What follows belongs to an exercise in optimizing a design on an open flow for small area, a short achievable clock period and few clock cycles per item; a production flow would make more cautious choices.
The RTL was checked by simulation tests, not by an equivalence proof against the original design.

==> flow/design.v, too long to show whole: its modules and the start of the top module <==
// module Cfu: 4485 lines
module Cfu (
    input               cmd_valid,
    output              cmd_ready,
    input      [9:0]    cmd_payload_function_id,
    input      [31:0]   cmd_payload_inputs_0,
    input      [31:0]   cmd_payload_inputs_1,
    output              rsp_valid,
    input               rsp_ready,
    output     [31:0]   rsp_payload_outputs_0,
    input               reset,
    input               clk
);
  // ...
==> flow/flow/run.sh <==
#!/bin/bash
set -euo pipefail
sed 's/yosys synth -nofsm -noshare {\*}\$args/yosys synth -nofsm -noshare -noabc {*}$args/' \
    synth_recipe.tcl > nabc_synth.tcl
grep -q -- '-noabc' nabc_synth.tcl
bash standard.sh SYNTH_SCRIPT="$PWD/nabc_synth.tcl" synth > synth.log 2>&1
bash standard.sh SYNTH_SCRIPT="$PWD/nabc_synth.tcl" SETUP_SLACK_MARGIN=10 finish > layout.log 2>&1
==> flow/standard.sh <==
#!/bin/bash
# synth_recipe.tcl (not shown) runs the flow's synth.tcl, then flattens the netlist and writes it again
# the make line also repeats each setting of config.mk as NAME=value (left out here)
make -C /OpenROAD-flow-scripts/flow DESIGN_CONFIG=/design/flow/config.mk WORK_HOME=/design/flow/orfs CLKGATE_MAP_FILE= SYNTH_SCRIPT=/design/flow/synth_recipe.tcl "${@:-finish}"
==> flow/config.mk <==
export PLATFORM = sky130hd
export DESIGN_NAME = Cfu
export DESIGN_NICKNAME = Cfu
export VERILOG_FILES = /design/flow/design.v
export SDC_FILE = /design/flow/constraint.sdc
export NUM_CORES = 4
export LEC_CHECK = 0
export CAP_MARGIN = 20
export CORE_MARGIN = 2
export CORE_UTILIZATION = 40
export PLACE_DENSITY = 0.5
export SLEW_MARGIN = 20
==> flow/constraint.sdc <==
create_clock -name core_clock -period 15.0 [get_ports {clk}]
set_input_delay 3.0000 -clock core_clock [delete_from_list [all_inputs] [get_ports {clk}]]
set_output_delay 3.0000 -clock core_clock [all_outputs]
set_load 0.01 [all_outputs]
==> impl_metrics.env, run 1 <==
export IMPL_outcome="no timing/DRC/antenna violations"
export IMPL_worstRegToRegCells=8
export IMPL_synth_xor_area_share_pct=10.8
export IMPL_synth_seq_cells=1022
export IMPL_avgSynthCellArea_sq_um=10.2
export IMPL_cp_end_kind="flop"
export IMPL_die_area_sq_um=250000
export IMPL_clockBufferDepth=3
export IMPL_maxSlewViolCount=0
export IMPL_synth_fa_ha_area_share_pct=32.0
export IMPL_synth_compound_area_share_pct=17.9
export IMPL_min_delay_start="r1_B[4]"
export IMPL_synth_cell_types=103
export IMPL_first_global_vias=80700
export IMPL_synth_edf_count=302
export IMPL_fp_dieW_um=500
export IMPL_postCtsResizedCells=161
export IMPL_tightest_slew_ns=1.24
export IMPL_critPathCapture="r2_S[41]"
export IMPL_n_fill_cell=23200
export IMPL_first_pass_iters=9
export IMPL_dpl_instance_area_sq_um=102000
export IMPL_nets=11300
export IMPL_yosysTopAreaCellShare_pct=24.6
export IMPL_finalHoldViolations=0
export IMPL_skew_ns=0.0767
export IMPL_multi_input_cells=7399
export IMPL_r2r_end="r2_S[41]"
export IMPL_muxShareOfSynthArea_pct=2.53
export IMPL_hold_class="flop to flop"
export IMPL_clock_fmax_mhz=199
export IMPL_busiest_layer="met2"
export IMPL_min_to="r2_B[4]"
export IMPL_syn_num_nets=11600
Testbench counts, summed over its fixed seeds: cycles 6,876, items 3,342.
==> run 2: changes to the inputs <==
--- a/flow/design.v
+++ b/flow/design.v
@@ -601,21 +601,21 @@
     reg [37:0] r1_B;
     reg [18:0] r1_bn, r1_bo, r1_bt;      
     reg [31:0] r1_T;
     reg        z_x, z_qp, z_qn, z_r0, z_rs;
     reg        r2_v, r2_last;
     reg [1:0]  r2_op;
     reg [3:0]  r2_pass;
     reg [73:0] r2_S, r2_C;
-    reg [47:0] r2_tS, r2_tC;
+    reg [31:0] r2_tS, r2_tC;
+    reg        r2_tc;        
     reg [37:0] r2_B;
     wire [73:0] V = r2_S + r2_C;
-    wire [47:0] TV = r2_tS + r2_tC;
-    wire [31:0] r2_T = TV[47:16];
+    wire [31:0] r2_T = r2_tS + r2_tC + {31'b0, r2_tc};
     wire [33:0] pv = V[64:31];
     wire        ps = |pv[33:31];
     wire [43:0] pm = {10'b0, pv} - 44'h100000000;
     wire [43:0] a_c = ps ? ~pm : {12'b0, 1'b1, ~pv[30:0]};
     wire loop = r2_v & ~r2_last;
     wire [37:0] nB = loop ? ((r2_op == 2'd0 | r2_pass[0]) ? r2_B : {4'b0, pv}) :
                      a_f12 ? {1'b0, x1} : a_f11 ? {{6{qm[31]}}, qm} : C32;
     wire [37:0] nBl = {nB[36:0], 1'b0};
@@ -3381,16 +3381,17 @@
 wire mt_1712 = (mt_1563 & mt_1408) | (mt_1563 & mt_1562) | (mt_1408 & mt_1562);
 wire mt_1713 = mt_1565 ^ mt_1412 ^ mt_1564;
 wire mt_1714 = (mt_1565 & mt_1412) | (mt_1565 & mt_1564) | (mt_1412 & mt_1564);
 wire mt_1715 = mt_1567 ^ mt_1416 ^ mt_1566;
 wire mt_1716 = (mt_1567 & mt_1416) | (mt_1567 & mt_1566) | (mt_1416 & mt_1566);
 assign mS = {mt_1715, mt_1713, mt_1711, mt_1709, mt_1707, mt_1705, mt_1703, mt_1701, mt_1699, mt_1697, mt_1695, mt_1693, mt_1691, mt_1689, mt_1687, mt_1685, mt_1683, mt_1681, mt_1679, mt_1677, mt_1675, mt_1673, mt_1671, mt_1669, mt_1667, mt_1665, mt_1663, mt_1661, mt_1659, mt_1657, mt_1655, mt_1653, mt_1651, mt_1649, mt_1647, mt_1645, mt_1643, mt_1641, mt_1639, mt_1637, mt_1635, mt_1633, mt_1631, mt_1629, mt_1627, mt_1625, mt_1623, mt_1621, mt_1619, mt_1617, mt_1615, mt_1613, mt_1611, mt_1609, mt_1607, mt_1605, mt_1603, mt_1601, mt_1599, mt_1597, mt_1595, mt_1593, mt_1591, mt_1589, mt_1587, mt_1585, mt_1583, mt_1581, mt_1579, mt_1577, mt_1575, mt_1573, mt_1571, mt_1569};
 assign mC = {mt_1714, mt_1712, mt_1710, mt_1708, mt_1706, mt_1704, mt_1702, mt_1700, mt_1698, mt_1696, mt_1694, mt_1692, mt_1690, mt_1688, mt_1686, mt_1684, mt_1682, mt_1680, mt_1678, mt_1676, mt_1674, mt_1672, mt_1670, mt_1668, mt_1666, mt_1664, mt_1662, mt_1660, mt_1658, mt_1656, mt_1654, mt_1652, mt_1650, mt_1648, mt_1646, mt_1644, mt_1642, mt_1640, mt_1638, mt_1636, mt_1634, mt_1632, mt_1630, mt_1628, mt_1626, mt_1624, mt_1622, mt_1620, mt_1618, mt_1616, mt_1614, mt_1612, mt_1610, mt_1608, mt_1606, mt_1604, mt_1602, mt_1600, mt_1598, mt_1596, mt_1594, mt_1592, mt_1590, mt_1588, mt_1586, mt_1584, mt_1582, mt_1580, mt_1578, mt_1576, mt_1574, mt_1572, mt_1570, z3_0};
     wire [47:0] tS, tC;
+    wire [16:0] tlow = {1'b0, tS[15:0]} + {1'b0, tC[15:0]};
 wire ts0_11 = (tp4 & r1_A[0]);
 wire ts0_12 = (tp4 & r1_A[1]);
 wire ts0_13 = (tp3 & ~r1_A[0]) | (tp4 & r1_A[2]);
 wire ts0_14 = (tp3 & ~r1_A[1]) | (tp4 & r1_A[3]);
 wire ts0_15 = (tp2 & r1_A[0]) | (tp3 & ~r1_A[2]) | (tp4 & r1_A[4]);
 wire ts0_16 = (tp1 & ~r1_A[0]) | (tp2 & r1_A[1]) | (tp3 & ~r1_A[3]) | (tp4 & r1_A[5]);
 wire ts0_17 = (tp1 & ~r1_A[1]) | (tp2 & r1_A[2]) | (tp3 & ~r1_A[4]) | (tp4 & r1_A[6]);
 wire ts0_18 = (tp1 & ~r1_A[2]) | (tp2 & r1_A[3]) | (tp3 & ~r1_A[5]) | (tp4 & r1_A[7]);
@@ -4275,18 +4276,19 @@
     always @(posedge clk) begin
         if (reset) r2_v <= 1'b0;
         else r2_v <= r1_v;
         r2_last <= r1_last;
         r2_op <= r1_op;
         r2_pass <= r1_pass;
         r2_S <= mS;
         r2_C <= mC;
-        r2_tS <= tS;
-        r2_tC <= tC;
+        r2_tS <= tS[47:16];
+        r2_tC <= tC[47:16];
+        r2_tc <= tlow[16];
         r2_B <= r1_B;
     end
     reg        pr_v;
     reg [1:0]  pr_op;
     reg [42:0] pr_V;
     reg [31:0] pr_T;
     always @(posedge clk) begin
         if (reset) pr_v <= 1'b0;
@@ -4314,17 +4316,20 @@
             lr_v <= pr_v;
             cv <= pr_v | (disp & a_simple);
         end
         lr_dec <= pr_op == 2'd0 & esum[47];
         lr_inc <= pr_op == 2'd1 & qround;
         lr <= (pr_op == 2'd0) ? esum[47:16] :
               (pr_op == 2'd1) ? qsh : {pr_V[33], pr_V[31:1]};
     end
-    reg [31:0] R;
+    reg [3:0]  wp, rp;
+    reg [31:0] e0, e1, e2, e3;
+    wire [31:0] R = ({32{wp[1]}} & e0) | ({32{wp[2]}} & e1) |
+                    ({32{wp[3]}} & e2) | ({32{wp[0]}} & e3);
     wire [31:0] cS, cC;
 wire ct_1 = R[0] ^ s_p0[0];
 wire ct_2 = R[0] & s_p0[0];
 wire ct_3 = R[1] ^ s_p0[1] ^ s_p1[1];
 wire ct_4 = (R[1] & s_p0[1]) | (R[1] & s_p1[1]) | (s_p0[1] & s_p1[1]);
 wire ct_5 = R[2] ^ s_p0[2] ^ s_p1[2];
 wire ct_6 = (R[2] & s_p0[2]) | (R[2] & s_p1[2]) | (s_p0[2] & s_p1[2]);
 wire ct_7 = R[3] ^ s_p0[3] ^ s_p1[3];
@@ -4452,34 +4457,31 @@
 assign cS = {ct_127, ct_125, ct_123, ct_121, ct_119, ct_117, ct_115, ct_113, ct_111, ct_109, ct_107, ct_105, ct_103, ct_101, ct_99, ct_97, ct_95, ct_93, ct_91, ct_89, ct_87, ct_85, ct_83, ct_81, ct_79, ct_77, ct_75, ct_73, ct_71, ct_69, ct_67, ct_65};
 assign cC = {ct_126, ct_124, ct_122, ct_120, ct_118, ct_116, ct_114, ct_112, ct_110, ct_108, ct_106, ct_104, ct_102, ct_100, ct_98, ct_96, ct_94, ct_92, ct_90, ct_88, ct_86, ct_84, ct_82, ct_80, ct_78, ct_76, ct_74, ct_72, ct_70, ct_68, ct_66, s_p3[0]};
     wire [31:0] macc = cS + cC;
     wire [31:0] simple_res = s_f0 ? 32'd0 : macc;
     wire [31:0] long_res = lr + {{31{lr_dec}}, lr_dec | lr_inc};
     reg         cv;      
     wire [31:0] cval = s_v ? simple_res : long_res;
     reg [2:0]  q;
-    reg [3:0]  wp, rp;
-    reg [31:0] e0, e1, e2, e3;
     wire [2:0] qc = q + {2'b0, cv};
     always @(posedge clk) begin
         if (reset) begin
-            R <= 32'd0;
             q <= 3'd0;
             rv <= 1'b0;
             wp <= 4'b0001;
             rp <= 4'b0001;
         end else begin
-            if (cv) R <= cval;
             q <= qc - {2'b0, ho};
             rv <= ho ? (qc != 3'd1) : (qc != 3'd0);
             if (cv) wp <= {wp[2:0], wp[3]};
             if (ho) rp <= {rp[2:0], rp[3]};
         end
         if (cv & wp[0]) e0 <= cval;
         if (cv & wp[1]) e1 <= cval;
         if (cv & wp[2]) e2 <= cval;
-        if (cv & wp[3]) e3 <= cval;
+        if (reset) e3 <= 32'd0;
+        else if (cv & wp[3]) e3 <= cval;
     end
     assign rsp_valid = rv;
     assign rsp_payload_outputs_0 = ({32{rp[0]}} & e0) | ({32{rp[1]}} & e1) |
                                    ({32{rp[2]}} & e2) | ({32{rp[3]}} & e3);
 endmodule
==> impl_metrics.env, run 2 <==
export IMPL_syn_num_nets=11500
export IMPL_relSlewSlack_pct=14.5
export IMPL_tns_ns=0
export IMPL_antenna_found_initial=34
export IMPL_cp_end_kind="flop"
export IMPL_cts_inserted_buffers=116
export IMPL_yosysTopAreaCellShare_pct=24.8
export IMPL_start_util_pct=40.2
export IMPL_wl_um=408000
export IMPL_skew_ns=0.0744
export IMPL_finalHoldViolations=0
export IMPL_first_global_vias=81000
export IMPL_yosysSeqAreaShare_pct=22.4
export IMPL_final_common_cell="fa_1"
export IMPL_vias=79800
export IMPL_postSynthCellCount=9664
export IMPL_drc=0
export IMPL_synth_edf_count=270
export IMPL_critPathKind="flop to flop"
export IMPL_synthesis_area_sq_um=97900
export IMPL_fp_dieW_um=499
export IMPL_final_area_sq_um=108000
export IMPL_ctsHtreeMaxLevel=3
export IMPL_synthTopCellsByArea="fa_1 25%, dfxtp_1 14%, xnor2_1 9.5%"
export IMPL_met2_usage_pct=46.6
export IMPL_yosysMostFrequentCell="fa_1"
export IMPL_die_height_um=499
export IMPL_synth_flop_cell="dfxtp_1"
export IMPL_postRouteAntennaNets=0
export IMPL_cts_root_buf="clkbuf_16"
export IMPL_tightest_slew_ns=1.27
export IMPL_hpwlAfterDp_um=273000
export IMPL_drv_cap=0
export IMPL_grt_pass1_wl_um=581000
export IMPL_fp_coreArea_sq_um=243000
export IMPL_maxSlewViolCount=0
export IMPL_clk_latency_ns=0.85
export IMPL_rows=181
export IMPL_synth_common_cells="1211 x fa_1, 1066 x xnor2_1, 1058 x a22oi_1"
export IMPL_cts_tree="yes"
export IMPL_holdWs_ns=0.327
export IMPL_avgSynthCellArea_sq_um=10.1
export IMPL_final_util_pct=44.4
export IMPL_cts_clk_slew_worst_paths_ns=0.06
export IMPL_yosysTopAreaCell="fa_1"
export IMPL_nets=11200
export IMPL_grt_overflow=0
export IMPL_fin_crit_sh_pct=33.8
export IMPL_synth_seq_cells=961
export IMPL_clockBufferDepth=3
export IMPL_drt_iter0_drc=9502
export IMPL_final_layout_size_suffix_gt1_share_pct=9.97
export IMPL_reg2reg_slack_ns=9.93
export IMPL_crit_required_ns=15.74
export IMPL_async_flop_share_pct=0
export IMPL_hold_class="flop to flop"
export IMPL_most_common_layout_cells="1209 x fa_1, 1058 x xnor2_1, 1024 x a22oi_1"
export IMPL_vias_per_cell=6.30
export IMPL_die_area_sq_um=249000
export IMPL_crit_fanout=7
export IMPL_use_met1_pct=44.7
export IMPL_rsz0062_at_grt="true"
export IMPL_clock_sinks=961
export IMPL_ys_warn_count=1
export IMPL_busiest_layer="met2"
export IMPL_top_regs="r2_C x74, r2_S x74, r1_A x44"
export IMPL_setup_viol=0
export IMPL_grt_max_degree=67
export IMPL_synth_cell_types=107
export IMPL_numPortBuffers=108
export IMPL_area_growth_pct=10.3
export IMPL_place_gp_congestion=0.950
export IMPL_min_path_cells=0
export IMPL_min_period_ns=5.07
export IMPL_io_pins=112
export IMPL_clock_fmax_mhz=197
export IMPL_first_pass_iters=8
export IMPL_cp_arrival_ns=5.81
export IMPL_wl_per_cell_um=32.2
export IMPL_worstRegToRegCells=19
export IMPL_outcome="no timing/DRC/antenna violations"
export IMPL_use_met3_pct=8.46
export IMPL_worst_setup_path_start_kind="flop"
export IMPL_grt_util_all_layers_pct=31.8
export IMPL_ctsHoldBuffers=0
export IMPL_dpl_instance_area_sq_um=101000
## run 2: what timing repair did
action,in CTS,in global routing
cloned,4,3
pin swaps,33,38
setup buffers,42,43
resized for setup,253,191
endpoints found under the hold margin,0,0
endpoints found under the setup margin,211,127
## run 2: stage by stage
step           worst slack (ns)  instances
3_5_place_dp               8.66      12400
6_report                   9.93      12700
3_3_place_gp               8.64      12400
4_1_cts                    9.84      12600
2_1_floorplan             10.02       9664
5_1_grt                    9.81      12700
## run 2: area by class of cell
class                           instances  area [sq um]
Fill cell                           23000        135000
Multi-Input combinational cell       7422         71900
Sequential cell                       961         22300
Tap cell                             3202          4010
Timing Repair Buffer                  383          3790
Clock buffer                          149          3250
Inverter                              475          1810
Clock inverter                         72           908
Antenna cell                            7          17.5
## run 2: worst paths after layout
check                           startpoint       end
worst min register to register    r1_B[35]  r2_B[35]
worst min-delay path              r1_B[35]  r2_B[35]
worst max-delay path                 wp[0]    e3[30]
worst max register to register       wp[0]    e3[30]
## run 2: kinds of logic (layout without fill, tap and decap cells)
logic type / Yosys count / in the layout / share of synthesized area, %
AOI/OAI and AO/OA: 2608 / 2608 / 18.5
xor gates and xnor gates: 1214 / 1214 / 10.9
adders and majority gates: 1797 / 1797 / 32.3
buffers and inverters: 1281 / 1079 / 5.09
DFF: 961 / 961 / 22.4
muxes: 205 / 205 / 3.01
other: 0 / 7 / 0
and+or+nand+nor: 1598 / 1598 / 7.80
## run 2: critical path, cell delays in order (launching register included)
cell and delay (ns):
dfxtp_4 0.38, buf_12 0.15, a22oi_2 0.17, nand2_2 0.11, fa_1 0.46, fa_1 0.51
fa_1 0.43, buf_4 0.16, fa_2 0.41, a211oi_4 0.29, o21a_1 0.22, o21bai_4 0.11
o2111ai_4 0.28, a21oi_4 0.11, o21ai_2 0.22, a31oi_4 0.14, a21o_1 0.22, a31oi_4 0.17
o221ai_4 0.15, a22o_1 0.26
## run 2: layer usage
layer	up-vias	wire length [um]
met5	-	37
met2	4689	172000
met1	40600	174000
met3	1028	43900
met4	6	18100
li1	33400	-
Testbench counts of run 2, summed over its fixed seeds: cycles 6,876, items 3,342.

-- what the ideal ports hide --
Ports are ideal in the flow. The routed layouts listed here were re-timed in OpenROAD.
Step 1: set_driving_cell puts a clkbuf_16 on clk and a buf_2 on each other input, an assumption about the parent block.
Step 2 moves the port delays by t, midway between the first and last clock arrival at a register: inputs arrive t later, outputs are due t later. That takes back most of the time a late clock gives input paths.
Slacks: ideal ports / drivers / drivers and shift; pairs: ideal ports / drivers.
run | t (ns) | setup WS [ns] | latest minus earliest clock arrival (ns) | worst slew at a driven data input, ns | pins driven straight from the clock port
run 1 | 0.917 | 9.985 / 9.985 / 9.387 | 0.076 / 0.077 | 0.13 | 1
run 2 | 0.899 | 9.927 / 9.927 / 9.315 | 0.088 / 0.089 | 0.04 | 1
After both steps every run listed still meets setup and hold. For run 2, which loses most, drivers alone change the setup slack by 0.000 ns; drivers and shift together by -0.612 ns.
